This is an optimization exercise on Yosys and OpenROAD, whose aim is small area and a short achievable clock period, not a production implementation. In this exercise RTL edits were held to simulation tests only and were not proved equivalent to the original.

## flow/design.v (module list and top-level ports; edited modules follow where they fit)
// module IDP_encoder_42: 1481 lines
module IDP_encoder_42(
  input wire [28:0] datain,
  input wire clock,
  output wire [41:0] codeout
);
  // ...
==> flow/run.sh <==
#!/bin/bash
# synth_recipe.tcl (not shown) runs the flow's synth.tcl, then flattens the netlist and writes it again
# the make line also repeats each setting of config.mk as NAME=value (left out here)
make -C /OpenROAD-flow-scripts/flow DESIGN_CONFIG=/design/flow/config.mk WORK_HOME=/design/flow/orfs CLKGATE_MAP_FILE= SYNTH_SCRIPT=/design/flow/synth_recipe.tcl finish
==> flow/config.mk <==
export PLATFORM = sky130hd
export DESIGN_NAME = IDP_encoder_42
export DESIGN_NICKNAME = IDP_encoder_42
export VERILOG_FILES = /design/flow/design.v
export SDC_FILE = /design/flow/constraint.sdc
export NUM_CORES = 4
export LEC_CHECK = 0
export ABC_AREA = 1
export CAP_MARGIN = 20
export CORE_MARGIN = 2
export CORE_UTILIZATION = 45
export CTS_CLUSTER_DIAMETER = 60
export CTS_CLUSTER_SIZE = 10
export SLEW_MARGIN = 20
==> flow/constraint.sdc <==
create_clock -name core_clock -period 70.0 [get_ports {clock}]
set_input_delay 14.0000 -clock core_clock [delete_from_list [all_inputs] [get_ports {clock}]]
set_output_delay 14.0000 -clock core_clock [all_outputs]
set_load 0.01 [all_outputs]
==> summary.txt, run 1 <==
The run finished with no timing, DRC or antenna violations. Summed over all layers, the routed wires come to 46.3 mm. For this run, the number of Yosys warnings is 1. Non-clock buffers in the final layout number 71. The met2 wire length is 22.4 mm. The number of search-and-repair iterations in the first detailed-routing pass is 6.

The clock sink count came out at 35. Multi-input logic gates represent a cell area share of 0.774. The commonest register cell after synthesis is dfxtp_1. The H-tree level count came out at 2. The number of combinational gates with multiple inputs is 2249. For hold timing, the worst endpoint is cut_c[13].

The setup slack of the critical path after layout came out at 43.17 ns. Clock-pin slew was measured on the worst setup and hold paths at 0.06 ns. The overall die area came out at 0.0336 sq mm. The sequential cell area came out at 701 sq um. The area growth from synthesis to final layout came out at 6.13%. In this run the most critical hold path is launched from datain[28]. The final worst-path cycle share came out at 0.383. Summed over all failing endpoints, the final setup total negative slack is 0 ns.

The share of the Yosys chip area taken by registers is 0.0485. The number of placed instances, taps included came out at 3122. The hold buffer count at cts is 0. The flow inserted 402 tap cells.
==> inputs of run 2 (changes only) <==
==> flow/flow/run.sh (new file) <==
#!/bin/bash
set -euo pipefail
W=$(pwd)
rm -rf "$W/scripts_mod"
cp -r "$FLOW_HOME/scripts" "$W/scripts_mod"
cp "$W/flow/abc_area.script" "$W/scripts_mod/abc_area.script"
EXTRA=()
if [[ -f "$W/flow/make_args" ]]; then mapfile -t EXTRA < "$W/flow/make_args"; fi
bash "$W/standard.sh" SCRIPTS_DIR="$W/scripts_mod" "${EXTRA[@]}" finish > "$W/orfs_make.log" 2>&1 || { tail -50 "$W/orfs_make.log"; exit 1; }
tail -5 "$W/orfs_make.log"
==> flow/flow/abc_area.script (new file) <==
strash
dc2
dch -f
map -D 12000
topo
buffer -c
upsize -c -D 12000
dnsize -c -D 12000
==> flow/flow/make_args (new file) <==
BUFFER_PORTS_ARGS=-buffer_cell sky130_fd_sc_hd__buf_2
==> flow/standard.sh (new file) <==
#!/bin/bash
# synth_recipe.tcl (not shown) runs the flow's synth.tcl, then flattens the netlist and writes it again
# the make line also repeats each setting of config.mk as NAME=value (left out here)
make -C /OpenROAD-flow-scripts/flow DESIGN_CONFIG=/design/flow/config.mk WORK_HOME=/design/flow/orfs CLKGATE_MAP_FILE= SYNTH_SCRIPT=/design/flow/synth_recipe.tcl "${@:-finish}"
--- a/flow/config.mk
+++ b/flow/config.mk
@@ -11,4 +11,5 @@
 export CORE_UTILIZATION = 45
 export CTS_CLUSTER_DIAMETER = 60
 export CTS_CLUSTER_SIZE = 10
+export PLACE_DENSITY = 0.75
 export SLEW_MARGIN = 20
removed: flow/run.sh
==> summary.txt, run 2 <==
Result of the run: finished clean (unchanged). The nature of the critical path startpoint is an input port (was flop). The maximum root-to-sink buffer count came to 2 (unchanged).

The number of unique standard cell types used by synthesis is 60 (was 69). The normalized max-slew margin is 0.362 (was 0.413). The clock sink count came out at 35 (unchanged).

The most flop-heavy register is cut_v (unchanged). The starting density of the core came out at 0.461 (was 0.457). The H-tree level count is 2 (unchanged). Most instantiated cells after synthesis: nand2_1 (350), inv_1 (330), nor2_1 (301) (was nand2_1 (905), nand3_1 (325), inv_1 (283)). The mean instance size in the synthesized netlist is 5.40 sq um (was 5.34 sq um). The transition time at the pin with the least slew margin came out at 0.954 ns (was 0.859 ns). The CTS buffer count is 5 (unchanged). The count of state elements after synthesis was 35 (unchanged). The final worst-path cycle share is 0.431 (was 0.383). The endpoint of the worst hold path was cut_c[13] (unchanged). The largest stage delay on the critical path is 0.76 ns (was 0.53 ns). The final sum of negative setup slack came out at 0 ns (unchanged).

The final hold violation count came to 0 (unchanged). The count of routing violations after the opening detailed-route iteration is 1387 (was 1202). The master of the slowest instance on the critical path is nor2_1 (was clkdlybuf4s50_1).

The first-pass GRT wire length came out at 51.1 mm (was 77.0 mm). The count of flip-flops with a built-in enable after synthesis came out at 0 (unchanged). The origin of the worst min-delay path is datain[28] (unchanged).

The root cell of the clock tree is clkbuf_16 (unchanged). The most frequent cell on the critical path is nand2_1 (unchanged). The number of buffer and inverter stages on the critical path was 11 (was 14).

The clock-pin slew on the worst setup and hold paths was 0.05 ns (was 0.06 ns). The signal arrival time at the worst endpoint is 30.30 ns (was 12.83 ns). The filler cell count was 2318 (was 3430). The initial antenna violation count came to 0 (was 1). The number of nets in the layout came out at 1947 (was 2769). The maximum frequency from static timing analysis is 33.2 MHz (was 37.3 MHz).

The most common cell in the synthesized netlist was nand2_1 (unchanged). The number of endpoints failing setup at the final stage came out at 0 (unchanged). The required time of the worst setup path is 70.15 ns (was 56.00 ns). RSZ-0062 raised after global routing: false (unchanged). The floorplan die width is 154 microns (was 183 microns).

The number of global-route vias before repair came out at 11400 (was 16200). The antenna violation net count after detailed routing was 0 (unchanged). The total of max-cap violations is 0 (unchanged). The synthesized instance count is 1866 (was 2707). The family of cells with the greatest summed delay on the critical path is simple AND/OR/NAND/NOR gates (unchanged). The weighted congestion at the end of routability-driven global placement came out at 1.02 (was 0.956).

The overall die area came out at 0.0236 sq mm (was 0.0336 sq mm). The routed wire length per instance came to 13.8 microns (was 14.8 microns). The kind of path behind the tightest hold check is in2reg (unchanged). The largest net degree at the start of global routing is 18 (unchanged).

The fraction of registers with async set/reset is 0 (unchanged). Most frequent cells in the layout: nand2_1 (350), inv_1 (330), nor2_1 (301) (was nand2_1 (905), nand3_1 (325), inv_1 (283)). The number of synthesis warnings was 1 (unchanged). The number of flip-flops under the largest register name is 19 (unchanged). Leading post-synthesis cells by cell area: xor2_1 (13%), nand2_1 (13%), inv_1 (12%) (was nand2_1 (23%), nand3_1 (11%), inv_1 (7.3%)). The share of layout cells above drive strength 1 came to 0.0677 (was 0.157).

The number of cells upsized or downsized after cts was 0 (unchanged). The number of remaining DRC errors came out at 0 (unchanged). The overall routed net length is 30.2 mm (was 46.3 mm). The CTS tree is yes (unchanged). The largest area contributor in the netlist is xor2_1 (was nand2_1). The final period demand of the worst path is 30.14 ns (was 26.83 ns). The die height was 154 microns (was 183 microns). The count of buffers inserted at the top-level ports came to 71 (unchanged). The placeable core area came out at 0.0219 sq mm (was 0.0316 sq mm). The commonest register cell after synthesis is dfxtp_1 (unchanged).

The diode insertion count for antenna repair is 0 (unchanged). The hold buffer count at cts is 0 (unchanged). The number of rows created at floorplan is 54 (was 65).

The via density per instance came out at 5.71 (was 5.55). The sequential share of the synthesized area is 0.0695 (was 0.0485). The total via count in the routed design came out at 12500 (was 17400). The area of the mapped netlist is 0.0101 sq mm (was 0.0145 sq mm). The number of search-and-repair iterations in the first detailed-routing pass is 6 (unchanged). The maximum net fanout on the critical path is 14 (was 13). The number of nets in the synthesized netlist is 1908 (was 2749). The number of setup buffers added after CTS was 0 (unchanged). The final non-filler cell area is 0.0106 sq mm (was 0.0153 sq mm).

The post-DP HPWL was 25.1 mm (was 38.5 mm). The number of top-level pins is 72 (unchanged). The area growth from synthesis to final layout is 5.21% (was 6.13%). The overall fraction of global-route tracks in use is 0.248 (was 0.274). The most common cell after layout, fill and taps aside is nand2_1 (unchanged). The number of pins exceeding their max-slew limit in the final report was 0 (unchanged). The final global-route overflow total is 0 (unchanged). Largest registers: cut_v: 19 flops, cut_c: 16 flops (unchanged).

The top cell type's share of synthesized area came to 0.134 (was 0.235). The element type at the critical path end was a flop (was primary output). The placed instance area is 0.0105 sq mm (was 0.0152 sq mm).

The path type of the worst setup path is in2reg (was reg2out). The cell depth of the worst hold path is 5 (unchanged). The logic depth of the worst path, buffers included was 96 (was 101).
==> run 2: cell count changes after synthesis, moves of 27 or more <==
| cell | before | now |
|---|---|---|
| nand2_1 | 905 | 350 |
| nand2_2 | 161 | 2 |
| a22oi_1 | 1 | 28 |
| nand2_4 | 34 | 0 |
| nand3_2 | 42 | 0 |
| o21ai_0 | 45 | 105 |
| a21oi_1 | 48 | 122 |
| inv_2 | 67 | 7 |
| a31oi_1 | 2 | 30 |
| inv_1 | 283 | 330 |
| nand4_1 | 150 | 15 |
| nor2_1 | 231 | 301 |
| xor2_1 | 45 | 154 |
| nand3_1 | 325 | 90 |
==> run 2: how the worst max path moves through the flow <==
stage,startpoint,to,slack (ns)
detailed placement,datain[1],cut_v[13],40.32
floorplan,cut_v[1],codeout[0],44.05
finish,datain[1],cut_v[13],39.86
global placement,datain[2],cut_v[13],40.21
global route,datain[2],cut_v[13],38.20
CTS,datain[1],cut_v[13],40.55
==> run 2: cells by family (layout without fill, tap and decap cells) <==
| group | Yosys count | after routing | share of synthesized area |
|---|---|---|---|
| AND/OR/NAND/NOR | 858 | 858 | 0.356 |
| AO/OA/AOI/OAI | 417 | 417 | 0.256 |
| buffers and inverters | 380 | 419 | 0.159 |
| XOR/XNOR | 164 | 164 | 0.144 |
| flip-flops | 35 | 35 | 0.0695 |
| adder cells (fa/ha/maj) | 12 | 12 | 0.0149 |
==> run 2: final cells by class <==
cell class | count | area (sq um) | share of cell area
well taps | 280 | 350 | 0.0330
multi-input cells | 1451 | 7780 | 0.733
flip-flops and latches | 35 | 701 | 0.0660
clock inverters | 1 | 5.00 | 0.000472
clock buffers | 6 | 139 | 0.0131
repair buffers | 71 | 355 | 0.0335
inverters | 341 | 1280 | 0.121
==> run 2: through the flow <==
stage | utilization | hold slack (ns) | cells | setup slack [ns]
5_1_grt | 0.485 | 14.25 | 2185 | 38.20
4_1_cts | 0.485 | 14.20 | 2185 | 40.55
2_1_floorplan | - | 14.29 | 1866 | 44.05
3_5_place_dp | 0.478 | 14.40 | 2178 | 40.32
3_3_place_gp | 0.478 | 14.40 | 2178 | 40.21
6_report | 0.485 | 14.23 | 2185 | 39.86
==> run 2: routing by layer <==
metal,routed length (microns),vias to the layer above,part of all wire,global-route usage
li1,-,6185,-,-
met1,12600,5601,0.42,0.308
met2,14300,606,0.47,0.440
met3,2250,89,0.074,0.0206
met4,1080,0,0.036,0.104
met5,0,-,0,0
==> inputs of run 3 (changes only) <==
--- a/flow/config.mk
+++ b/flow/config.mk
@@ -11,5 +11,4 @@
 export CORE_UTILIZATION = 45
 export CTS_CLUSTER_DIAMETER = 60
 export CTS_CLUSTER_SIZE = 10
-export PLACE_DENSITY = 0.75
 export SLEW_MARGIN = 20
==> summary.txt, run 3 <==
The starting density of the core is 0.461 (unchanged).

The H-tree level count is 2 (unchanged). The largest area contributor in the netlist is xor2_1 (unchanged). The root cell of the clock tree is clkbuf_16 (unchanged). The overall fraction of global-route tracks in use was 0.258 (was 0.248). The overall routed net length is 31.6 mm (was 30.2 mm). The synthesized instance count came out at 1866 (unchanged). The worst slack at placement is 39.61 ns (was 40.32 ns). The number of flip-flops under the largest register name is 19 (unchanged). The diode insertion count for antenna repair came to 0 (unchanged). The kind of path behind the tightest hold check is in2reg (unchanged).

The setup slack of the critical path after layout came out at 39.55 ns (was 39.86 ns). The area of the mapped netlist came out at 0.0101 sq mm (unchanged). The fraction of registers with async set/reset came out at 0 (unchanged).

The number of top-level pins came out at 72 (unchanged). The number of setup buffers added after CTS was 0 (unchanged). The filler cell count came out at 2397 (was 2318). The clock-pin slew on the worst setup and hold paths came out at 0.06 ns (was 0.05 ns). The nature of the critical path startpoint is an input port (unchanged). The hold buffer count at cts is 0 (unchanged). The routed wire length per instance was 14.5 microns (was 13.8 microns). The element type at the critical path end is a flop (unchanged). The path type of the worst setup path is in2reg (unchanged). The origin of the worst min-delay path was datain[28] (unchanged). The required time of the worst setup path is 70.16 ns (was 70.15 ns). RSZ-0062 raised after global routing: false (unchanged). The largest net degree at the start of global routing came out at 18 (unchanged).

The clock sink count came out at 35 (unchanged). The floorplan die width is 154 microns (unchanged). Result of the run: finished clean (unchanged). The maximum root-to-sink buffer count came out at 2 (unchanged). The number of remaining DRC errors came out at 0 (unchanged). The endpoint of the worst hold path is cut_c[13] (unchanged). The die height came out at 154 microns (unchanged). The final global-route overflow total came out at 0 (unchanged). The number of nets in the layout came out at 1947 (unchanged). The CTS buffer count came to 5 (unchanged). The number of unique standard cell types used by synthesis is 60 (unchanged). The count of flip-flops with a built-in enable after synthesis came to 0 (unchanged). The most frequent cell on the critical path is nand2_1 (unchanged). The number of cells upsized or downsized after cts came out at 0 (unchanged). The most common cell after layout, fill and taps aside is nand2_1 (unchanged). The number of synthesis warnings was 1 (unchanged). The final sum of negative setup slack is 0 ns (unchanged). The final worst-path cycle share came out at 0.435 (was 0.431).

The largest stage delay on the critical path came out at 0.88 ns (was 0.76 ns). The final period demand of the worst path came out at 30.45 ns (was 30.14 ns).

The count of routing violations after the opening detailed-route iteration came to 1023 (was 1387). Leading post-synthesis cells by cell area: xor2_1 (13%), nand2_1 (13%), inv_1 (12%) (unchanged). The post-DP HPWL came out at 26.6 mm (was 25.1 mm).

The commonest register cell after synthesis is dfxtp_1 (unchanged). The sequential share of the synthesized area is 0.0695 (unchanged). The mean instance size in the synthesized netlist came out at 5.40 sq um (unchanged).

Largest registers: cut_v: 19 flops, cut_c: 16 flops (unchanged). The initial antenna violation count is 0 (unchanged). Most frequent cells in the layout: nand2_1 (350), inv_1 (330), nor2_1 (301) (unchanged). The final hold violation count is 0 (unchanged). The placeable core area came to 0.0219 sq mm (unchanged). The number of nets in the synthesized netlist is 1908 (unchanged).

The cell depth of the worst hold path was 5 (unchanged). The number of endpoints failing setup at the final stage is 0 (unchanged). The total of max-cap violations is 0 (unchanged).

The maximum net fanout on the critical path is 13 (was 14). The normalized max-slew margin is 0.356 (was 0.362). The antenna violation net count after detailed routing came to 0 (unchanged). The via density per instance is 5.56 (was 5.71). The final hold slack is 14.22 ns (was 14.23 ns). The CTS tree is yes (unchanged).

The most flop-heavy register was cut_v (unchanged). The number of rows created at floorplan came out at 54 (unchanged). The number of pins exceeding their max-slew limit in the final report came to 0 (unchanged).

The top cell type's share of synthesized area came out at 0.134 (unchanged). The count of buffers inserted at the top-level ports came to 71 (unchanged). The overall die area was 0.0236 sq mm (unchanged).

The share of layout cells above drive strength 1 is 0.0682 (was 0.0677). The first-pass GRT wire length is 52.0 mm (was 51.1 mm). The number of search-and-repair iterations in the first detailed-routing pass came out at 5 (was 6). The signal arrival time at the worst endpoint came out at 30.62 ns (was 30.30 ns).

The count of state elements after synthesis came out at 35 (unchanged). Most instantiated cells after synthesis: nand2_1 (350), inv_1 (330), nor2_1 (301) (unchanged).

The transition time at the pin with the least slew margin is 0.962 ns (was 0.954 ns). The maximum frequency from static timing analysis came out at 32.8 MHz (was 33.2 MHz). The area growth from synthesis to final layout is 5.37% (was 5.21%). The total via count in the routed design came to 12100 (was 12500). The master of the slowest instance on the critical path is nor2_1 (unchanged). The most common cell in the synthesized netlist is nand2_1 (unchanged). The weighted congestion at the end of routability-driven global placement came out at 1.00 (was 1.02). The number of global-route vias before repair came out at 11000 (was 11400).
==> run 3: cell counts after synthesis <==
No cell type changed its count.
==> run 3: kinds of logic after synthesis <==
kind of cell | Yosys count | synth area share
DFF | 35 | 0.0695
xor gates and xnor gates | 164 | 0.144
adders and majority gates | 12 | 0.0149
buffers and inverters | 380 | 0.159
AOI/OAI and AO/OA | 417 | 0.256
and+or+nand+nor | 858 | 0.356
==> run 3: layout make-up <==
type | instances | area, sq um | share of cell area
multi-input combinational | 1451 | 7780 | 0.732
timing repair buffer | 71 | 355 | 0.0334
sequential | 35 | 701 | 0.0659
tap | 280 | 350 | 0.0330
clock inverter | 1 | 7.51 | 0.000707
inverter | 341 | 1280 | 0.120
clock buffer | 7 | 153 | 0.0144
==> run 3: how the worst max path moves through the flow <==
stage          startpoint          to  cells past startpoint
2_1_floorplan    cut_v[1]  codeout[0]                    109
5_1_grt         datain[0]   cut_v[13]                     99
3_3_place_gp    datain[4]   cut_v[16]                     87
3_5_place_dp    datain[4]   cut_v[13]                     86
6_report        datain[4]   cut_v[13]                     86
4_1_cts         datain[4]   cut_v[11]                     85
==> run 3: through the flow <==
stage	area, sq um	util	std cells
2_1_floorplan	10100	-	1866
3_3_place_gp	10500	0.478	2178
3_5_place_dp	10500	0.478	2178
4_1_cts	10600	0.485	2186
5_1_grt	10600	0.485	2186
6_report	10600	0.485	2186
==> run 3: critical path, delay by kind of cell <==
family,cells,cell delay (ns)
simple gates,55,9.49
compound gates,13,2.83
buf+inv,12,2.32
xor+xnor,5,1.73
fa+ha+maj,1,0.23
==> run 3: metal layers <==
| layer | wire, microns | GRT usage | vias up |
|---|---|---|---|
| met5 | 0 | 0 | - |
| met4 | 933 | 0.0839 | 0 |
| met3 | 1510 | 0.0147 | 55 |
| met2 | 15300 | 0.468 | 399 |
| met1 | 13900 | 0.325 | 5482 |
| li1 | - | - | 6210 |
==> inputs of run 4 (changes only) <==
==> flow/flow/abc_area.script (replaced) <==
strash
dc2
dch -f
map -D 12000
strash
dch -f
map -D 12000
topo
buffer -c
upsize -c -D 12000
dnsize -c -D 12000
==> flow/flow/make_args (replaced) <==
BUFFER_PORTS_ARGS=-buffer_cell sky130_fd_sc_hd__buf_1
--- a/flow/config.mk
+++ b/flow/config.mk
@@ -9,6 +9,8 @@
 export CAP_MARGIN = 20
 export CORE_MARGIN = 2
 export CORE_UTILIZATION = 45
-export CTS_CLUSTER_DIAMETER = 60
-export CTS_CLUSTER_SIZE = 10
+export CTS_BUF_LIST = sky130_fd_sc_hd__clkbuf_8
+export CTS_CLUSTER_DIAMETER = 150
+export CTS_CLUSTER_SIZE = 40
+export PLACE_DENSITY = 0.85
 export SLEW_MARGIN = 20
==> summary.txt, run 4 <==
Result of the run: finished clean (unchanged). Most frequent cells in the layout: nand2_1 (338), nor2_1 (337), inv_1 (318) (was nand2_1 (350), inv_1 (330), nor2_1 (301)). The H-tree level count is 2 (unchanged).

The master of the slowest instance on the critical path is o21ai_0 (was nor2_1). The CTS tree is yes (unchanged). The final worst-path cycle share is 0.425 (was 0.435). The final instance count without filler cells is 2155 (was 2186). The number of setup buffers added after CTS is 0 (unchanged).

The largest area contributor in the netlist was xor2_1 (unchanged). The final global-route overflow total came out at 0 (unchanged). The overall routed net length came out at 30.2 mm (was 31.6 mm). The sequential share of the synthesized area is 0.0711 (was 0.0695).

The share of layout cells above drive strength 1 came to 0.0315 (was 0.0682). The final sum of negative setup slack is 0 ns (unchanged). The number of cells upsized or downsized after cts is 0 (unchanged). The count of state elements after synthesis came out at 35 (unchanged).

The die height is 152 microns (was 154 microns). The setup slack of the critical path after layout is 40.28 ns (was 39.55 ns). The via density per instance came out at 5.70 (was 5.56). The number of buffer and inverter stages on the critical path is 17 (was 12). The diode insertion count for antenna repair is 0 (unchanged). The mean instance size in the synthesized netlist was 5.38 sq um (was 5.40 sq um). The weighted congestion at the end of routability-driven global placement came out at 1.03 (was 1.00). The normalized max-slew margin came out at 0.370 (was 0.356). The cell depth of the worst hold path is 5 (unchanged). The initial antenna violation count was 0 (unchanged). Leading post-synthesis cells by cell area: xor2_1 (14%), nand2_1 (13%), nor2_1 (13%) (was xor2_1 (13%), nand2_1 (13%), inv_1 (12%)). The overall fraction of global-route tracks in use is 0.250 (was 0.258).

The most frequent cell on the critical path is nand2_1 (unchanged). The logic depth of the worst path, buffers included is 95 (was 86). The nature of the critical path startpoint was a flop (was input port). The maximum net fanout on the critical path came to 8 (was 13). The total via count in the routed design came to 12300 (was 12100). The element type at the critical path end is a primary output (was flop).

The final hold violation count is 0 (unchanged). The final period demand of the worst path came out at 29.72 ns (was 30.45 ns). The first-pass GRT wire length came out at 50.6 mm (was 52.0 mm). The top cell type's share of synthesized area came out at 0.138 (was 0.134). The starting density of the core came out at 0.455 (was 0.461).

RSZ-0062 raised after global routing: false (unchanged). The required time of the worst setup path is 56.00 ns (was 70.16 ns). The count of flip-flops with a built-in enable after synthesis is 0 (unchanged). The most common cell after layout, fill and taps aside is nand2_1 (unchanged). The family of cells with the greatest summed delay on the critical path is simple AND/OR/NAND/NOR gates (unchanged).

The number of remaining DRC errors is 0 (unchanged). The number of endpoints failing setup at the final stage is 0 (unchanged). The number of global-route vias before repair is 11200 (was 11000). The worst slack at placement is 40.94 ns (was 39.61 ns). The area growth from synthesis to final layout is 4.83% (was 5.37%). The antenna violation net count after detailed routing is 0 (unchanged).

The routed wire length per instance came out at 14.0 microns (was 14.5 microns). The number of rows created at floorplan came out at 54 (unchanged). The most common cell in the synthesized netlist was nand2_1 (unchanged). The placeable core area came out at 0.0216 sq mm (was 0.0219 sq mm). The count of buffers inserted at the top-level ports came out at 71 (unchanged). The number of nets in the layout is 1917 (was 1947). The number of pins exceeding their max-slew limit in the final report is 0 (unchanged). The fraction of the core area covered by cells at the end of the flow is 0.477 (was 0.485). The fraction of registers with async set/reset is 0 (unchanged). The number of placed instances, taps included came out at 2148 (was 2178).

The largest net degree at the start of global routing came to 17 (was 18). The number of nets in the synthesized netlist came out at 1874 (was 1908). The number of flip-flops under the largest register name is 19 (unchanged).

The clock sink count is 35 (unchanged). The number of synthesis warnings is 1 (unchanged). The number of top-level pins is 72 (unchanged). The number of search-and-repair iterations in the first detailed-routing pass came out at 6 (was 5).

The CTS buffer count is 5 (unchanged). The number of unique standard cell types used by synthesis is 54 (was 60). The count of routing violations after the opening detailed-route iteration came out at 1590 (was 1023). The kind of path behind the tightest hold check is in2reg (unchanged). The clock-pin slew on the worst setup and hold paths came to 0.08 ns (was 0.06 ns). The transition time at the pin with the least slew margin came out at 0.941 ns (was 0.962 ns). The commonest register cell after synthesis is dfxtp_1 (unchanged).

The overall die area came out at 0.0231 sq mm (was 0.0236 sq mm). The floorplan die width came to 152 microns (was 154 microns). The hold buffer count at cts is 0 (unchanged).

The synthesized instance count is 1832 (was 1866). Largest registers: cut_v: 19 flops, cut_c: 16 flops (unchanged). The maximum root-to-sink buffer count is 2 (unchanged). Most instantiated cells after synthesis: nand2_1 (338), nor2_1 (337), inv_1 (318) (was nand2_1 (350), inv_1 (330), nor2_1 (301)). The area of the mapped netlist is 0.00985 sq mm (was 0.0101 sq mm).

The post-DP HPWL came out at 24.8 mm (was 26.6 mm). The signal arrival time at the worst endpoint is 15.72 ns (was 30.62 ns). The root cell of the clock tree is clkbuf_8 (was clkbuf_16).

The largest stage delay on the critical path is 0.44 ns (was 0.88 ns). The total of max-cap violations came to 0 (unchanged). The maximum frequency from static timing analysis came out at 33.6 MHz (was 32.8 MHz). The most flop-heavy register is cut_v (unchanged).

The path type of the worst setup path is reg2out (was in2reg).
==> run 4: final cells by class <==
type	count	area, sq um
inverters	333	1250
clock inverters	1	5.00
multi-input cells	1428	7660
repair buffers	72	274
flip-flops and latches	35	701
clock buffers	6	82.6
fillers	2319	11300
well taps	280	350
==> run 4: metal layers <==
layer	track usage	share of wire	vias to the layer above
li1	-	-	6115
met1	0.321	0.43	5475
met2	0.427	0.46	589
met3	0.0225	0.070	95
met4	0.108	0.040	0
met5	0	0	-
==> run 4: final timing paths <==
kind	from	to	slack, ns
min	datain[28]	cut_c[13]	14.20
max	cut_v[3]	codeout[0]	40.28
==> run 4: worst min-delay path: stages <==
cell     delay (ns)
buf_1          0.09
inv_1          0.08
a31oi_1        0.06
nand2_1        0.17
nand2_1        0.07
==> run 4: cell families after synthesis <==
| family | share of synthesized area |
|---|---|
| xor+xnor | 0.148 |
| buf+inv | 0.151 |
| simple gates | 0.356 |
| compound gates | 0.259 |
| fa+ha+maj | 0.0152 |
| flops | 0.0711 |
==> run 4: metrics by stage <==
step / hold WS [ns] / cell area, sq um
finish: 14.20 / 10300
global route: 14.25 / 10300
CTS: 14.18 / 10300
detailed placement: 14.39 / 10200
global placement: 14.39 / 10200
floorplan: 14.30 / 9850
==> inputs of run 5 (changes only) <==
==> flow/flow/abc_area.script (replaced) <==
strash
dc2
dch -f
map -D 14000
strash
dch -f
map -D 14000
topo
buffer -c
upsize -c -D 14000
dnsize -c -D 14000
--- a/flow/config.mk
+++ b/flow/config.mk
@@ -12,5 +12,5 @@
 export CTS_BUF_LIST = sky130_fd_sc_hd__clkbuf_8
 export CTS_CLUSTER_DIAMETER = 150
 export CTS_CLUSTER_SIZE = 40
-export PLACE_DENSITY = 0.85
+export PLACE_DENSITY = 0.75
 export SLEW_MARGIN = 20
==> summary.txt, run 5 <==
The cell depth of the worst hold path is 5 (unchanged). The most common cell after layout, fill and taps aside was nor2_1 (was nand2_1). The via density per instance came to 5.68 (was 5.70). The endpoint of the worst hold path was cut_c[13] (unchanged). The largest area contributor in the netlist was xor2_1 (unchanged). The number of setup buffers added after CTS came out at 0 (unchanged). The die height is 151 microns (was 152 microns). The number of nets in the synthesized netlist came out at 1874 (unchanged).

The area of the mapped netlist came out at 0.00977 sq mm (was 0.00985 sq mm). The most common cell in the synthesized netlist is nor2_1 (was nand2_1). The number of unique standard cell types used by synthesis is 45 (was 54). The nature of the critical path startpoint was an input port (was flop). The weighted congestion at the end of routability-driven global placement is 0.987 (was 1.03).

The clock-pin slew on the worst setup and hold paths was 0.08 ns (about the same). The transition time at the pin with the least slew margin came out at 0.836 ns (was 0.941 ns). The origin of the worst min-delay path was datain[28] (unchanged). The antenna violation net count after detailed routing is 0 (unchanged).

The maximum net fanout on the critical path came out at 13 (was 8). The count of flip-flops with a built-in enable after synthesis is 0 (unchanged). The H-tree level count is 2 (unchanged). The number of remaining DRC errors is 0 (unchanged). Most instantiated cells after synthesis: nor2_1 (355), nand2_1 (338), inv_1 (328) (was nand2_1 (338), nor2_1 (337), inv_1 (318)). The fraction of the core area covered by cells at the end of the flow is 0.486 (was 0.477). The number of flip-flops under the largest register name came out at 19 (unchanged).

The share of layout cells above drive strength 1 came out at 0.0139 (was 0.0315). The required time of the worst setup path is 70.19 ns (was 56.00 ns). The element type at the critical path end is a flop (was primary output). The number of buffer and inverter stages on the critical path is 18 (was 17).

The number of search-and-repair iterations in the first detailed-routing pass is 8 (was 6). The master of the slowest instance on the critical path is a2111oi_0 (was o21ai_0). The number of rows created at floorplan came to 53 (was 54). The hold buffer count at cts is 0 (unchanged). The normalized max-slew margin is 0.440 (was 0.370).

Leading post-synthesis cells by cell area: xor2_1 (14%), nor2_1 (14%), nand2_1 (13%) (was xor2_1 (14%), nand2_1 (13%), nor2_1 (13%)). The fraction of registers with async set/reset is 0 (unchanged). The family of cells with the greatest summed delay on the critical path is simple AND/OR/NAND/NOR gates (unchanged). The final global-route overflow total is 0 (unchanged). The most flop-heavy register is cut_v (unchanged).

The routed wire length per instance came out at 13.9 microns (was 14.0 microns). The final period demand of the worst path came out at 31.08 ns (was 29.72 ns). The signal arrival time at the worst endpoint came out at 31.26 ns (was 15.72 ns).

The total of max-cap violations was 0 (unchanged). The total via count in the routed design came out at 12200 (was 12300).

The sequential share of the synthesized area is 0.0717 (was 0.0711). The placeable core area was 0.0212 sq mm (was 0.0216 sq mm).

The diode insertion count for antenna repair came out at 0 (unchanged). Most frequent cells in the layout: nor2_1 (355), nand2_1 (338), inv_1 (328) (was nand2_1 (338), nor2_1 (337), inv_1 (318)). The number of endpoints failing setup at the final stage was 0 (unchanged).

The commonest register cell after synthesis is dfxtp_1 (unchanged). Result of the run: finished clean (unchanged). The number of top-level pins was 72 (unchanged).

The path type of the worst setup path is in2reg (was reg2out). The number of nets in the layout came out at 1918 (was 1917). The maximum frequency from static timing analysis is 32.2 MHz (was 33.6 MHz). The number of pins exceeding their max-slew limit in the final report came out at 0 (unchanged). The root cell of the clock tree is clkbuf_8 (unchanged). The count of buffers inserted at the top-level ports came out at 71 (unchanged).

The starting density of the core came out at 0.462 (was 0.455). The top cell type's share of synthesized area came out at 0.140 (was 0.138). The count of routing violations after the opening detailed-route iteration came to 1090 (was 1590). The CTS buffer count is 5 (unchanged). The overall routed net length is 30.0 mm (was 30.2 mm). The kind of path behind the tightest hold check is in2reg (unchanged).

The CTS tree is yes (unchanged). The final hold violation count is 0 (unchanged). The floorplan die width is 151 microns (was 152 microns). Largest registers: cut_v: 19 flops, cut_c: 16 flops (unchanged). The mean instance size in the synthesized netlist is 5.33 sq um (was 5.38 sq um). The post-DP HPWL was 24.6 mm (was 24.8 mm).

The final sum of negative setup slack is 0 ns (unchanged). The area growth from synthesis to final layout is 5.18% (was 4.83%). The clock sink count came to 35 (unchanged). The number of cells upsized or downsized after cts came to 0 (unchanged). The final worst-path cycle share is 0.444 (was 0.425). The synthesized instance count is 1832 (unchanged).

The overall fraction of global-route tracks in use is 0.256 (was 0.250). The largest stage delay on the critical path was 0.67 ns (was 0.44 ns). The first-pass GRT wire length came out at 49.2 mm (was 50.6 mm). The overall die area came out at 0.0229 sq mm (was 0.0231 sq mm).

The count of state elements after synthesis is 35 (unchanged). The initial antenna violation count is 0 (unchanged). The number of global-route vias before repair came out at 10900 (was 11200). The largest net degree at the start of global routing came out at 17 (unchanged). RSZ-0062 raised after global routing: false (unchanged).

The number of synthesis warnings came out at 1 (unchanged). The maximum root-to-sink buffer count is 2 (unchanged).
## run 5: cell count changes after synthesis, moves of 5 or more
cell / change
clkinv_1: +5
nor2_1: +18
nor2_2: -15
inv_2: -15
o21ai_0: +19
inv_1: +10
o21ai_1: -19
## run 5: worst min-delay path, stage by stage
cell and delay, ns:
buf_1 0.10, inv_1 0.08, a31oi_1 0.06, nand2_1 0.22, nand2_1 0.09
## run 5: worst max-delay path by stage
stage                  to  depth (start not counted)      start  slack, ns
6_report        cut_v[17]                        104  datain[2]      38.92
5_1_grt        codeout[0]                         94   cut_v[3]      37.07
4_1_cts        codeout[0]                         91   cut_v[3]      39.41
3_5_place_dp    cut_v[17]                        104  datain[2]      39.45
3_3_place_gp    cut_v[17]                        103  datain[2]      39.60
2_1_floorplan  codeout[0]                         95   cut_v[3]      42.85
## run 5: through the flow
step / cell area [sq um] / hold WS (ns) / std cells / setup slack [ns]
3_3_place_gp: 10200 / 14.39 / 2144 / 39.60
5_1_grt: 10300 / 14.32 / 2152 / 37.07
2_1_floorplan: 9770 / 14.30 / 1832 / 42.85
3_5_place_dp: 10200 / 14.39 / 2144 / 39.45
6_report: 10300 / 14.28 / 2152 / 38.92
4_1_cts: 10300 / 14.26 / 2152 / 39.41
## run 5: final cells by class
type / instances / area, sq um
fillers: 2266 / 10900
flip-flops and latches: 35 / 701
clock inverters: 3 / 43.8
multi-input cells: 1428 / 7580
repair buffers: 73 / 282
well taps: 275 / 344
inverters: 333 / 1250
clock buffers: 5 / 68.8
## run 5: cells by family after synthesis
logic type | Yosys count | share of synthesized area
fa+ha+maj | 12 | 0.0154
compound gates | 400 | 0.260
flops | 35 | 0.0717
simple gates | 850 | 0.352
buf+inv | 369 | 0.152
xor+xnor | 166 | 0.149
## run 5: routing by layer
| layer | global-route usage | vias to the layer above | part of all wire |
|---|---|---|---|
| met5 | 0 | - | 0 |
| met4 | 0.102 | 0 | 0.033 |
| met3 | 0.0199 | 77 | 0.059 |
| met2 | 0.451 | 511 | 0.47 |
| met1 | 0.324 | 5505 | 0.44 |
| li1 | - | 6128 | - |
==> inputs of run 6 (changes only) <==
==> flow/flow/abc_area.script (replaced) <==
strash
dc2
dch -f
map -D 10000
strash
dch -f
map -D 10000
topo
buffer -c
upsize -c -D 10000
dnsize -c -D 10000
==> summary.txt, run 6 <==
The final hold violation count was 0 (unchanged). The logic depth of the worst path, buffers included came out at 90 (was 104). The largest stage delay on the critical path was 0.57 ns (was 0.67 ns).

The CTS tree is yes (unchanged). The most common cell in the synthesized netlist is nand2_1 (was nor2_1). The final worst-path cycle share came out at 0.405 (was 0.444). The count of state elements after synthesis came out at 35 (unchanged).

The antenna violation net count after detailed routing came out at 0 (unchanged). The synthesized-area fraction occupied by ao, oa, aoi and oai cells is 0.255 (was 0.260). The number of nets in the layout is 1926 (was 1918). The initial antenna violation count is 0 (unchanged).

The signal arrival time at the worst endpoint was 14.34 ns (was 31.26 ns). The number of nets in the synthesized netlist is 1892 (was 1874). The sequential share of the synthesized area is 0.0660 (was 0.0717).

The kind of path behind the tightest hold check is in2reg (unchanged). The clock-pin slew on the worst setup and hold paths came out at 0.07 ns (was 0.08 ns). The area of the mapped netlist is 0.0106 sq mm (was 0.00977 sq mm).

The maximum frequency from static timing analysis came to 35.3 MHz (was 32.2 MHz). Leading post-synthesis cells by cell area: nand2_1 (13%), xor2_1 (11%), nor2_1 (9.7%) (was xor2_1 (14%), nor2_1 (14%), nand2_1 (13%)). Result of the run: finished clean (unchanged).

The normalized max-slew margin is 0.437 (was 0.440). The total of max-cap violations was 0 (unchanged). The mean instance size in the synthesized netlist is 5.74 sq um (was 5.33 sq um). The nature of the critical path startpoint is a flop (was input port).

The launch point of the worst path is cut_v[3] (was datain[2]). The via density per instance came to 5.56 (was 5.68). The floorplan die width is 158 microns (was 151 microns). The overall die area came out at 0.0248 sq mm (was 0.0229 sq mm). The number of search-and-repair iterations in the first detailed-routing pass came out at 7 (was 8).

The clock sink count is 35 (unchanged). The number of buffer and inverter stages on the critical path came out at 14 (was 18). The path type of the worst setup path is reg2out (was in2reg). The number of pins exceeding their max-slew limit in the final report is 0 (unchanged). The area growth from synthesis to final layout came to 4.01% (was 5.18%). The placeable core area came out at 0.0233 sq mm (was 0.0212 sq mm). The count of routing violations after the opening detailed-route iteration came out at 1285 (was 1090). The H-tree level count came to 2 (unchanged). The number of remaining DRC errors is 0 (unchanged).

The number of cells upsized or downsized after cts came out at 0 (unchanged). The multiplexer area fraction after synthesis is 0.000943 (was 0). The number of unique standard cell types used by synthesis was 78 (was 45). The diode insertion count for antenna repair was 0 (unchanged).

The number of global-route vias before repair is 10900 (about the same). The weighted congestion at the end of routability-driven global placement is 1.01 (was 0.987). The number of synthesis warnings was 1 (unchanged). The capture point of the worst path is codeout[0] (was cut_v[17]).

The largest family of logic cells by synthesized area is simple AND/OR/NAND/NOR gates (unchanged). The final non-filler cell area is 0.0110 sq mm (was 0.0103 sq mm). The fraction of the mapped netlist area in adder cells is 0.0142 (was 0.0154). The overall routed net length came out at 30.3 mm (was 30.0 mm). RSZ-0062 raised after global routing: false (unchanged). The largest area contributor in the netlist is nand2_1 (was xor2_1).

The transition time at the pin with the least slew margin is 0.841 ns (was 0.836 ns). The number of rows created at floorplan is 56 (was 53).

Most frequent cells in the layout: nand2_1 (368), nor2_1 (273), inv_1 (231) (was nor2_1 (355), nand2_1 (338), inv_1 (328)). The fraction of registers with async set/reset came to 0 (unchanged). The element type at the critical path end was a primary output (was flop). The number of endpoints failing setup at the final stage was 0 (unchanged). The number of top-level pins came out at 72 (unchanged).

The fraction of the core area covered by cells at the end of the flow is 0.473 (was 0.486). The top cell type's share of synthesized area came to 0.130 (was 0.140). The final global-route overflow total is 0 (unchanged). The share of layout cells above drive strength 1 is 0.126 (was 0.0139). The die height came out at 158 microns (was 151 microns).

The required time of the worst setup path came out at 56.00 ns (was 70.19 ns). Most instantiated cells after synthesis: nand2_1 (368), nor2_1 (273), inv_1 (230) (was nor2_1 (355), nand2_1 (338), inv_1 (328)). The master of the slowest instance on the critical path is xor2_1 (was a2111oi_0).

The number of setup buffers added after CTS is 0 (unchanged). The filler cell count came to 2439 (was 2266). The root cell of the clock tree is clkbuf_8 (unchanged). The area fraction in and, or, nand and nor cells after synthesis came out at 0.379 (was 0.352).

The maximum net fanout on the critical path came to 8 (was 13). The hold buffer count at cts is 0 (unchanged). The number of flip-flops under the largest register name is 19 (unchanged). The starting density of the core is 0.455 (was 0.462). The commonest register cell after synthesis was dfxtp_1 (unchanged).

The CTS buffer count is 5 (unchanged). The post-synthesis xor/xnor area fraction came out at 0.142 (was 0.149). The most common cell after layout, fill and taps aside is nand2_1 (was nor2_1). Largest registers: cut_v: 19 flops, cut_c: 16 flops (unchanged). The most flop-heavy register is cut_v (unchanged).

The first-pass GRT wire length is 50.5 mm (was 49.2 mm). The count of buffers inserted at the top-level ports was 71 (unchanged). The count of flip-flops with a built-in enable after synthesis is 0 (unchanged). The largest net degree at the start of global routing was 14 (was 17). The final sum of negative setup slack is 0 ns (unchanged). The overall fraction of global-route tracks in use is 0.240 (was 0.256). The post-DP HPWL is 25.2 mm (was 24.6 mm).

The placed instance area came out at 0.0110 sq mm (was 0.0102 sq mm). The family of cells with the greatest summed delay on the critical path is simple AND/OR/NAND/NOR gates (unchanged). The maximum root-to-sink buffer count came out at 2 (unchanged). The synthesized instance count was 1850 (was 1832). The routed wire length per instance was 13.8 microns (was 13.9 microns). The final period demand of the worst path is 28.34 ns (was 31.08 ns).

The total via count in the routed design came out at 12300 (was 12200).
-- run 6: worst min-delay path, stage by stage --
cell and delay, ns:
buf_1 0.09, inv_1 0.12, nor2_1 0.09, o21ai_2 0.08, clkinv_2 0.13
-- run 6: per-layer routing --
metal  track usage  routed length [microns]  vias up
met1         0.313                    13300     5496
met2         0.413                    14100      546
met3        0.0245                     2160       69
met5             0                        0        -
li1              -                        -     6145
met4        0.0792                      833        0
-- run 6: worst min path at each step --
stage | cells past startpoint | end | startpoint | slack (ns)
floorplan | 0 | codeout[27] | cut_c[1] | 14.30
global placement | 1 | codeout[36] | cut_c[10] | 14.39
detailed placement | 1 | codeout[40] | cut_c[14] | 14.39
CTS | 5 | cut_c[14] | datain[28] | 14.27
global route | 5 | cut_c[14] | datain[28] | 14.32
finish | 5 | cut_c[14] | datain[28] | 14.29
-- run 6: metrics by stage --
step           worst slack [ns]  std cells  hold WS, ns
2_1_floorplan             44.31       1850        14.30
3_3_place_gp              42.40       2196        14.39
3_5_place_dp              42.21       2196        14.39
4_1_cts                   41.82       2204        14.27
5_1_grt                   40.11       2204        14.32
6_report                  41.66       2204        14.29
-- run 6: logic make-up after synthesis --
family | Yosys count
xor+xnor | 159
compound gates | 399
flops | 35
mux | 1
simple gates | 893
fa+ha+maj | 12
buf+inv | 351
-- run 6: area by class of cell --
type / instances / area (sq um) / area share
Multi-Input combinational cell: 1464 / 8390 / 0.761
Inverter: 307 / 1190 / 0.108
Sequential cell: 35 / 701 / 0.0635
Tap cell: 319 / 399 / 0.0362
Timing Repair Buffer: 71 / 267 / 0.0241
Clock buffer: 5 / 68.8 / 0.00624
Clock inverter: 3 / 16.3 / 0.00147
==> inputs of run 7 (changes only) <==
==> flow/flow/abc_area.script (replaced) <==
strash
dc2
dch -f
map -D 11000
strash
dch -f
map -D 11000
topo
buffer -c
upsize -c -D 11000
dnsize -c -D 11000
==> summary.txt, run 7 <==
The maximum frequency from static timing analysis came out at 34.9 MHz (was 35.3 MHz). The maximum net fanout on the critical path came out at 8 (unchanged). The worst slack at placement came out at 41.89 ns (was 42.21 ns). The die height came out at 157 microns (was 158 microns).

The fraction of registers with async set/reset came to 0 (unchanged). The count of buffers inserted at the top-level ports is 71 (unchanged). The antenna violation net count after detailed routing came out at 0 (unchanged). The number of pins exceeding their max-slew limit in the final report is 0 (unchanged). The placeable core area came to 0.0228 sq mm (was 0.0233 sq mm).

The synthesized instance count is 1822 (was 1850). The sequential share of the synthesized area is 0.0665 (was 0.0660). The final worst-path cycle share was 0.410 (was 0.405). The final global-route overflow total came out at 0 (unchanged).

The nature of the critical path startpoint is a flop (unchanged). The endpoint of the worst hold path was cut_c[13] (was cut_c[14]). The largest stage delay on the critical path came out at 0.49 ns (was 0.57 ns).

The number of top-level pins came to 72 (unchanged). The top cell type's share of synthesized area is 0.121 (was 0.130). Leading post-synthesis cells by cell area: xor2_1 (12%), nand2_1 (11%), nor2_1 (10%) (was nand2_1 (13%), xor2_1 (11%), nor2_1 (9.7%)).

The number of remaining DRC errors is 0 (unchanged). The routed wire length per instance is 14.0 microns (was 13.8 microns). Most instantiated cells after synthesis: nand2_1 (303), nor2_1 (282), inv_1 (233) (was nand2_1 (368), nor2_1 (273), inv_1 (230)). The first-pass GRT wire length came out at 51.6 mm (was 50.5 mm). The clock-pin slew on the worst setup and hold paths came out at 0.07 ns (about the same). RSZ-0062 raised after global routing: false (unchanged). The number of synthesis warnings is 1 (unchanged). The hold buffer count at cts is 0 (unchanged). The number of search-and-repair iterations in the first detailed-routing pass came out at 5 (was 7). The overall fraction of global-route tracks in use came out at 0.246 (was 0.240). The number of nets in the layout was 1910 (was 1926).

The most common cell after layout, fill and taps aside is nand2_1 (unchanged). The largest area contributor in the netlist was xor2_1 (was nand2_1). The most frequent cell on the critical path is nand2_1. The family of cells with the greatest summed delay on the critical path is simple AND/OR/NAND/NOR gates (unchanged). The final sum of negative setup slack was 0 ns (unchanged). The overall die area is 0.0247 sq mm (was 0.0248 sq mm).

The floorplan die width came out at 157 microns (was 158 microns). Largest registers: cut_v: 19 flops, cut_c: 16 flops (unchanged). The area growth from synthesis to final layout is 4.86% (was 4.01%). The number of setup buffers added after CTS came to 0 (unchanged). The initial antenna violation count is 0 (unchanged).

The signal arrival time at the worst endpoint came out at 14.67 ns (was 14.34 ns). The path type of the worst setup path is reg2out (unchanged). The maximum root-to-sink buffer count is 2 (unchanged). The number of global-route vias before repair came out at 11300 (was 10900). The number of buffer and inverter stages on the critical path came out at 18 (was 14). Result of the run: finished clean (unchanged).

The setup slack of the critical path after layout came out at 41.33 ns (was 41.66 ns). The root cell of the clock tree was clkbuf_8 (unchanged). The count of flip-flops with a built-in enable after synthesis is 0 (unchanged). The final period demand of the worst path came out at 28.67 ns (was 28.34 ns). The cell depth of the worst hold path is 5 (unchanged).

The kind of path behind the tightest hold check was in2reg (unchanged). The CTS tree is yes (unchanged). The number of cells upsized or downsized after cts is 0 (unchanged). The count of state elements after synthesis was 35 (unchanged). The largest net degree at the start of global routing is 17 (was 14). The normalized max-slew margin is 0.499 (was 0.437). The overall routed net length is 30.6 mm (was 30.3 mm).

The H-tree level count was 2 (unchanged). The diode insertion count for antenna repair is 0 (unchanged). The final hold slack came to 14.21 ns (was 14.29 ns). The via density per instance is 5.60 (was 5.56). The weighted congestion at the end of routability-driven global placement is 1.02 (was 1.01). The number of rows created at floorplan is 55 (was 56).

The total via count in the routed design came out at 12200 (was 12300). The commonest register cell after synthesis is dfxtp_1 (unchanged). The number of nets in the synthesized netlist is 1864 (was 1892). The starting density of the core is 0.461 (was 0.455). The final hold violation count came out at 0 (unchanged). The share of layout cells above drive strength 1 is 0.135 (was 0.126).

The total of max-cap violations is 0 (unchanged). The CTS buffer count was 5 (unchanged). The clock sink count is 35 (unchanged). The most common cell in the synthesized netlist was nand2_1 (unchanged). The area of the mapped netlist is 0.0105 sq mm (was 0.0106 sq mm). The most flop-heavy register is cut_v (unchanged). The count of routing violations after the opening detailed-route iteration came to 1181 (was 1285). The transition time at the pin with the least slew margin came out at 0.747 ns (was 0.841 ns). The post-DP HPWL is 25.6 mm (was 25.2 mm). The element type at the critical path end is a primary output (unchanged). The number of unique standard cell types used by synthesis is 82 (was 78). The number of endpoints failing setup at the final stage came out at 0 (unchanged).

The origin of the worst min-delay path is datain[28] (unchanged). The required time of the worst setup path was 56.00 ns (about the same). Most frequent cells in the layout: nand2_1 (303), nor2_1 (282), inv_1 (235) (was nand2_1 (368), nor2_1 (273), inv_1 (231)). The mean instance size in the synthesized netlist came out at 5.78 sq um (was 5.74 sq um). The master of the slowest instance on the critical path is xor2_1 (unchanged). The number of flip-flops under the largest register name came out at 19 (unchanged).
==> run 7: through the flow <==
step / util / area (sq um) / instances
finish: 0.484 / 11100 / 2182
global route: 0.484 / 11100 / 2182
CTS: 0.484 / 11100 / 2182
detailed placement: 0.480 / 11000 / 2174
global placement: 0.480 / 11000 / 2174
floorplan: - / 10500 / 1822
==> run 7: layout make-up <==
type	count	area, sq um
Fill cell	2446	11800
Multi-Input combinational cell	1418	8340
Inverter	337	1270
Sequential cell	35	701
Tap cell	313	392
Timing Repair Buffer	71	267
Clock buffer	5	68.8
Clock inverter	3	12.5
==> run 7: cells by family (layout without fill, tap and decap cells) <==
group / after synthesis / count (layout) / share of synthesized area
adders and majority gates: 12 / 12 / 0.0142
xor gates and xnor gates: 167 / 167 / 0.149
AOI/OAI and AO/OA: 418 / 418 / 0.269
muxes: 1 / 1 / 0.000950
DFF: 35 / 35 / 0.0665
and+or+nand+nor: 820 / 820 / 0.358
buffers and inverters: 369 / 416 / 0.142
==> run 7: per-layer routing <==
layer	track usage	up-vias	part of all wire
met5	0	-	0
met4	0.104	0	0.036
met3	0.00991	80	0.057
met2	0.435	525	0.48
met1	0.313	5498	0.43
li1	-	6122	-
==> run 7: worst max-delay path by stage <==
stage               depth (start not counted)     start  slack [ns]    endpoint
floorplan                                  96  cut_v[3]       44.04  codeout[0]
global placement                           99  cut_v[3]       41.88  codeout[0]
detailed placement                         98  cut_v[3]       41.89  codeout[0]
CTS                                        98  cut_v[3]       41.51  codeout[0]
global route                               99  cut_v[3]       39.52  codeout[0]
finish                                     96  cut_v[3]       41.33  codeout[0]
==> inputs of run 8 (changes only) <==
==> flow/flow/abc_area.script (replaced) <==
strash
dc2
&get -n
&dch -f
&nf -D 12000 -R 1000
&put
topo
buffer -c
upsize -c -D 12000
dnsize -c -D 12000
==> summary.txt, run 8 <==
The number of remaining DRC errors came to 0 (unchanged). The number of top-level pins is 72 (unchanged). The first-pass GRT wire length is 48.4 mm (was 51.6 mm).

The number of endpoints failing setup at the final stage came out at 0 (unchanged). The most common cell after layout, fill and taps aside is nand2_1 (unchanged). The fraction of registers with async set/reset came out at 0 (unchanged). The number of cells upsized or downsized after cts is 0 (unchanged). The count of routing violations after the opening detailed-route iteration came to 1040 (was 1181). Most instantiated cells after synthesis: nand2_1 (239), nor2_1 (225), xnor2_1 (116) (was nand2_1 (303), nor2_1 (282), inv_1 (233)). The placeable core area came to 0.0218 sq mm (was 0.0228 sq mm). The kind of path behind the tightest hold check is in2reg (unchanged). The mean instance size in the synthesized netlist is 6.13 sq um (was 5.78 sq um). The number of nets in the layout came out at 1671 (was 1910). The total of max-cap violations is 0 (unchanged). The largest stage delay on the critical path came out at 0.56 ns (was 0.49 ns). The root cell of the clock tree is clkbuf_8 (unchanged). The most common cell in the synthesized netlist is nand2_1 (unchanged). The largest net degree at the start of global routing is 17 (unchanged). The starting density of the core is 0.458 (was 0.461). The number of pins exceeding their max-slew limit in the final report was 0 (unchanged).

The final period demand of the worst path came out at 31.65 ns (was 28.67 ns). The launch point of the worst path is datain[0] (was cut_v[3]). The final global-route overflow total is 0 (unchanged). The CTS buffer count came out at 5 (unchanged).

The count of flip-flops with a built-in enable after synthesis came out at 0 (unchanged). The required time of the worst setup path was 70.24 ns (was 56.00 ns). The family of cells with the greatest summed delay on the critical path is simple AND/OR/NAND/NOR gates (unchanged). The number of nets in the synthesized netlist is 1668 (was 1864). The share of layout cells above drive strength 1 is 0.0534 (was 0.135). The routed wire length per instance is 15.1 microns (was 14.0 microns). The weighted congestion at the end of routability-driven global placement is 0.961 (was 1.02). The via density per instance came out at 6.12 (was 5.60). The number of flip-flops under the largest register name came out at 19 (unchanged). Most frequent cells in the layout: nand2_1 (239), nor2_1 (225), xnor2_1 (116) (was nand2_1 (303), nor2_1 (282), inv_1 (235)). Result of the run: finished clean (unchanged). The number of setup buffers added after CTS was 0 (unchanged).

The sequential share of the synthesized area is 0.0703 (was 0.0665). Leading post-synthesis cells by cell area: xnor2_1 (10%), nand2_1 (9.0%), nor2_1 (8.5%) (was xor2_1 (12%), nand2_1 (11%), nor2_1 (10%)). The overall fraction of global-route tracks in use is 0.236 (was 0.246). The H-tree level count came out at 2 (unchanged). The synthesized instance count is 1626 (was 1822). The maximum root-to-sink buffer count is 2 (unchanged).

The most frequent cell on the critical path is nor2_1 (was nand2_1). The count of state elements after synthesis is 35 (unchanged). The commonest register cell after synthesis is dfxtp_1 (unchanged). The logic depth of the worst path, buffers included came out at 91 (was 96). The post-DP HPWL came out at 23.1 mm (was 25.6 mm).

The diode insertion count for antenna repair is 0 (unchanged). The final hold violation count is 0 (unchanged). The number of global-route vias before repair is 10600 (was 11300). The signal arrival time at the worst endpoint came out at 31.90 ns (was 14.67 ns). The number of rows created at floorplan is 54 (was 55). The count of buffers inserted at the top-level ports came out at 71 (unchanged). The path type of the worst setup path is in2reg (was reg2out). The maximum frequency from static timing analysis is 31.6 MHz (was 34.9 MHz). The number of search-and-repair iterations in the first detailed-routing pass is 6 (was 5).

The CTS tree is yes (unchanged). The initial antenna violation count is 0 (unchanged). The maximum net fanout on the critical path came out at 16 (was 8). The die height is 153 microns (was 157 microns). The clock sink count is 35 (unchanged). RSZ-0062 raised after global routing: false (unchanged). The top cell type's share of synthesized area came out at 0.102 (was 0.121).

The number of synthesis warnings came to 1 (unchanged). The number of unique standard cell types used by synthesis was 96 (was 82). The overall die area is 0.0233 sq mm (was 0.0247 sq mm).

The capture point of the worst path is cut_v[13] (was codeout[0]). The area growth from synthesis to final layout was 3.14% (was 4.86%). The normalized max-slew margin was 0.412 (was 0.499).

The overall routed net length is 28.9 mm (was 30.6 mm). The antenna violation net count after detailed routing was 0 (unchanged). The final sum of negative setup slack came out at 0 ns (unchanged).

The transition time at the pin with the least slew margin is 0.870 ns (was 0.747 ns). The hold buffer count at cts is 0 (unchanged). The nature of the critical path startpoint is an input port (was flop).

The total via count in the routed design came out at 11700 (was 12200). The largest area contributor in the netlist is xnor2_1 (was xor2_1). Largest registers: cut_v: 19 flops, cut_c: 16 flops (unchanged).

The setup slack of the critical path after layout is 38.35 ns (was 41.33 ns). The master of the slowest instance on the critical path was or2_1 (was xor2_1). The element type at the critical path end is a flop (was primary output). The final worst-path cycle share came out at 0.452 (was 0.410).

The floorplan die width was 153 microns (was 157 microns). The number of buffer and inverter stages on the critical path is 5 (was 18).

The worst slack at placement is 38.60 ns (was 41.89 ns). The clock-pin slew on the worst setup and hold paths came to 0.10 ns (was 0.07 ns). The area of the mapped netlist is 0.00996 sq mm (was 0.0105 sq mm). The most flop-heavy register is cut_v (unchanged).
## run 8: area by class of cell
class | count | area (sq um)
clock buffers | 5 | 68.8
clock inverters | 3 | 43.8
fillers | 2280 | 11500
inverters | 78 | 294
multi-input cells | 1435 | 8530
flip-flops and latches | 35 | 701
well taps | 280 | 350
repair buffers | 74 | 289
## run 8: worst min-delay path by stage
| stage | startpoint | to | slack [ns] | cells past startpoint |
|---|---|---|---|---|
| 6_report | datain[28] | cut_c[14] | 14.09 | 3 |
| 5_1_grt | datain[28] | cut_c[14] | 14.11 | 3 |
| 4_1_cts | datain[28] | cut_c[14] | 14.06 | 3 |
| 3_5_place_dp | cut_c[13] | codeout[39] | 14.39 | 1 |
| 3_3_place_gp | cut_c[13] | codeout[39] | 14.39 | 1 |
| 2_1_floorplan | datain[28] | cut_c[14] | 14.19 | 2 |
## run 8: tightest hold or removal path: cells and delay by family
| family | cells | cell delay, ns |
|---|---|---|
| and+or+nand+nor | 1 | 0.12 |
| buffers and inverters | 1 | 0.14 |
| AOI/OAI and AO/OA | 1 | 0.10 |
## run 8: stage by stage
stage	hold slack, ns	std cells	utilization	instance area (sq um)
2_1_floorplan	14.19	1626	-	9960
3_3_place_gp	14.39	1902	0.467	10200
3_5_place_dp	14.39	1902	0.467	10200
4_1_cts	14.06	1910	0.472	10300
5_1_grt	14.11	1910	0.472	10300
6_report	14.09	1910	0.472	10300
## run 8: cell families after synthesis
family,after synthesis,synth area share
AND/OR/NAND/NOR,808,0.389
flip-flops,35,0.0703
AO/OA/AOI/OAI,428,0.285
XOR/XNOR,181,0.161
multiplexers,6,0.00615
buffers and inverters,156,0.0736
adder cells (fa/ha/maj),12,0.0151
## run 8: metal layers
metal / GRT usage / wire length (microns) / up-vias
li1: - / - / 5731
met1: 0.307 / 12500 / 5340
met2: 0.407 / 13600 / 548
met3: 0.0247 / 2150 / 64
met4: 0.0807 / 664 / 0
met5: 0 / 0 / -
==> inputs of run 9 (changes only) <==
==> flow/flow/abc_area.script (replaced) <==
strash
dc2
dch -f
map -D 12000
strash
dch -f
map -D 12000
topo
buffer -c
upsize -c -D 12000
dnsize -c -D 12000
==> summary.txt, run 9 <==
The number of pins exceeding their max-slew limit in the final report is 0 (unchanged). The maximum root-to-sink buffer count is 2 (unchanged). The diode insertion count for antenna repair came out at 0 (unchanged). The final sum of negative setup slack is 0 ns (unchanged). The sequential cell area is 701 sq um (unchanged). The number of rows created at floorplan is 54 (unchanged). The clock sink count came out at 35 (unchanged). The normalized max-slew margin came out at 0.511 (was 0.412). The routed wire length per instance is 13.9 microns (was 15.1 microns). The nature of the critical path startpoint was a flop (was input port). The share of layout cells above drive strength 1 came out at 0.0320 (was 0.0534).

The H-tree level count came out at 2 (unchanged). The signal arrival time at the worst endpoint came out at 15.67 ns (was 31.90 ns). The number of setup buffers added after CTS came out at 0 (unchanged).

The synthesized instance count is 1832 (was 1626). The overall routed net length came out at 30.0 mm (was 28.9 mm). The overall die area was 0.0231 sq mm (was 0.0233 sq mm). The final global-route overflow total came to 0 (unchanged). The placeable core area is 0.0216 sq mm (was 0.0218 sq mm). The count of state elements after synthesis is 35 (unchanged). The first-pass GRT wire length is 49.6 mm (was 48.4 mm).

The most frequent cell on the critical path is nor2_1 (unchanged). The most flop-heavy register is cut_v (unchanged). The number of search-and-repair iterations in the first detailed-routing pass is 9 (was 6).

The floorplan die width is 152 microns (was 153 microns). The number of flip-flops under the largest register name is 19 (unchanged). The antenna violation net count after detailed routing was 0 (unchanged). Largest registers: cut_v: 19 flops, cut_c: 16 flops (unchanged). The number of endpoints failing setup at the final stage is 0 (unchanged). The CTS buffer count came out at 5 (unchanged). RSZ-0062 raised after global routing: false (unchanged).

The die height came out at 152 microns (was 153 microns). Result of the run: finished clean (unchanged). The final period demand of the worst path was 29.67 ns (was 31.65 ns). The cell depth of the worst hold path is 5 (was 3). The number of synthesis warnings was 1 (unchanged).

The largest net degree at the start of global routing came out at 17 (unchanged). The via density per instance came out at 5.68 (was 6.12). The fraction of registers with async set/reset is 0 (unchanged). The kind of path behind the tightest hold check is in2reg (unchanged). The sequential share of the synthesized area is 0.0711 (was 0.0703). The fraction of the core area covered by cells at the end of the flow came out at 0.478 (was 0.472). The total via count in the routed design came out at 12200 (was 11700). The count of flip-flops with a built-in enable after synthesis is 0 (unchanged).
[run 9: cell count changes after synthesis, moves of 20 or more]
cell | before | now
nand2_1 | 239 | 338
xor2_1 | 64 | 155
or3_1 | 22 | 0
inv_1 | 65 | 318
a22oi_1 | 12 | 43
nand2b_1 | 40 | 0
and2_1 | 32 | 1
xnor2_1 | 116 | 10
nor2_1 | 225 | 337
clkbuf_1 | 26 | 6
[run 9: logic make-up (layout without fill, tap and decap cells)]
kind of cell,after synthesis,count (layout),share of synthesized area
compound gates,400,400,0.259
xor+xnor,166,166,0.148
fa+ha+maj,12,12,0.0152
buf+inv,369,414,0.151
flops,35,35,0.0711
simple gates,850,850,0.356
[run 9: area by class of cell]
cell class,instances,share of cell area
multi-input combinational,1428,0.741
inverter,333,0.121
sequential,35,0.0677
tap,280,0.0339
timing repair buffer,73,0.0272
clock buffer,7,0.00931
clock inverter,1,0.000363
[run 9: metrics by stage]
stage / cells / worst slack [ns] / hold WS (ns) / cell area, sq um
floorplan: 1832 / 43.58 / 14.30 / 9850
global placement: 2149 / 41.17 / 14.39 / 10200
detailed placement: 2149 / 41.01 / 14.38 / 10200
CTS: 2157 / 40.59 / 14.23 / 10300
global route: 2157 / 38.46 / 14.30 / 10300
finish: 2157 / 40.33 / 14.24 / 10300
[run 9: path summary, 6_finish.rpt]
path | end | start
worst max-delay path | codeout[0] | cut_v[3]
worst min-delay path | cut_c[13] | datain[28]
[run 9: metal layers]
metal / part of all wire / GRT usage / up-vias
met3: 0.069 / 0.0260 / 77
li1: - / - / 6111
met5: 0 / 0 / -
met1: 0.44 / 0.321 / 5509
met2: 0.46 / 0.424 / 550
met4: 0.027 / 0.0765 / 0
[run 9: worst max-delay path, delay by kind of cell, from the launching register on]
family	cells	cell delay [ns]
and+or+nand+nor	57	8.01
AOI/OAI and AO/OA	12	2.26
buffers and inverters	18	1.89
xor gates and xnor gates	7	1.81
adders and majority gates	5	0.97
DFF	1	0.41

what the ideal ports hide:
No port has a modelled driver above. Below, the same layouts with a new extraction and two added sets of constraints. Step 1, drivers: a clkbuf_16 drives clock and a buf_2 each remaining input, both assumed. Step 2, shift: input delay + t, output delay - t, t = (earliest + latest rising clock arrival at the registers) / 2. This alone moves slack from input paths to output paths. a / b / c = ideal ports / drivers / drivers and shift; a / b = the first two.
run | t (ns) | setup slack, ns | worst setup path at the end | latest minus earliest clock arrival (ns) | worst data-port slew with drivers (ns)
run 1 | 0.349 | 43.175 / 43.132 / 43.481 | register to output | 0.024 / 0.025 | 0.03
run 2 | 0.314 | 39.856 / 39.874 / 39.560 | input to register | 0.009 / 0.009 | 0.03
run 3 | 0.314 | 39.546 / 39.565 / 39.252 | input to register | 0.007 / 0.007 | 0.03
run 4 | 0.344 | 40.280 / 40.244 / 40.335 | input to register | 0.028 / 0.028 | 0.04
run 5 | 0.336 | 38.923 / 38.935 / 38.599 | input to register | 0.007 / 0.007 | 0.03
run 6 | 0.325 | 41.662 / 41.626 / 41.951 | register to output | 0.018 / 0.019 | 0.03
run 7 | 0.322 | 41.334 / 41.300 / 41.622 | register to output | 0.010 / 0.011 | 0.04
run 8 | 0.355 | 38.345 / 38.365 / 38.010 | input to register | 0.034 / 0.034 | 0.03
run 9 | 0.347 | 40.333 / 40.299 / 40.484 | input to register | 0.026 / 0.026 | 0.03
After both steps setup and hold are still met in every run listed. For run 8, which loses most, drivers alone change the setup slack by +0.020 ns; drivers and shift together by -0.335 ns.
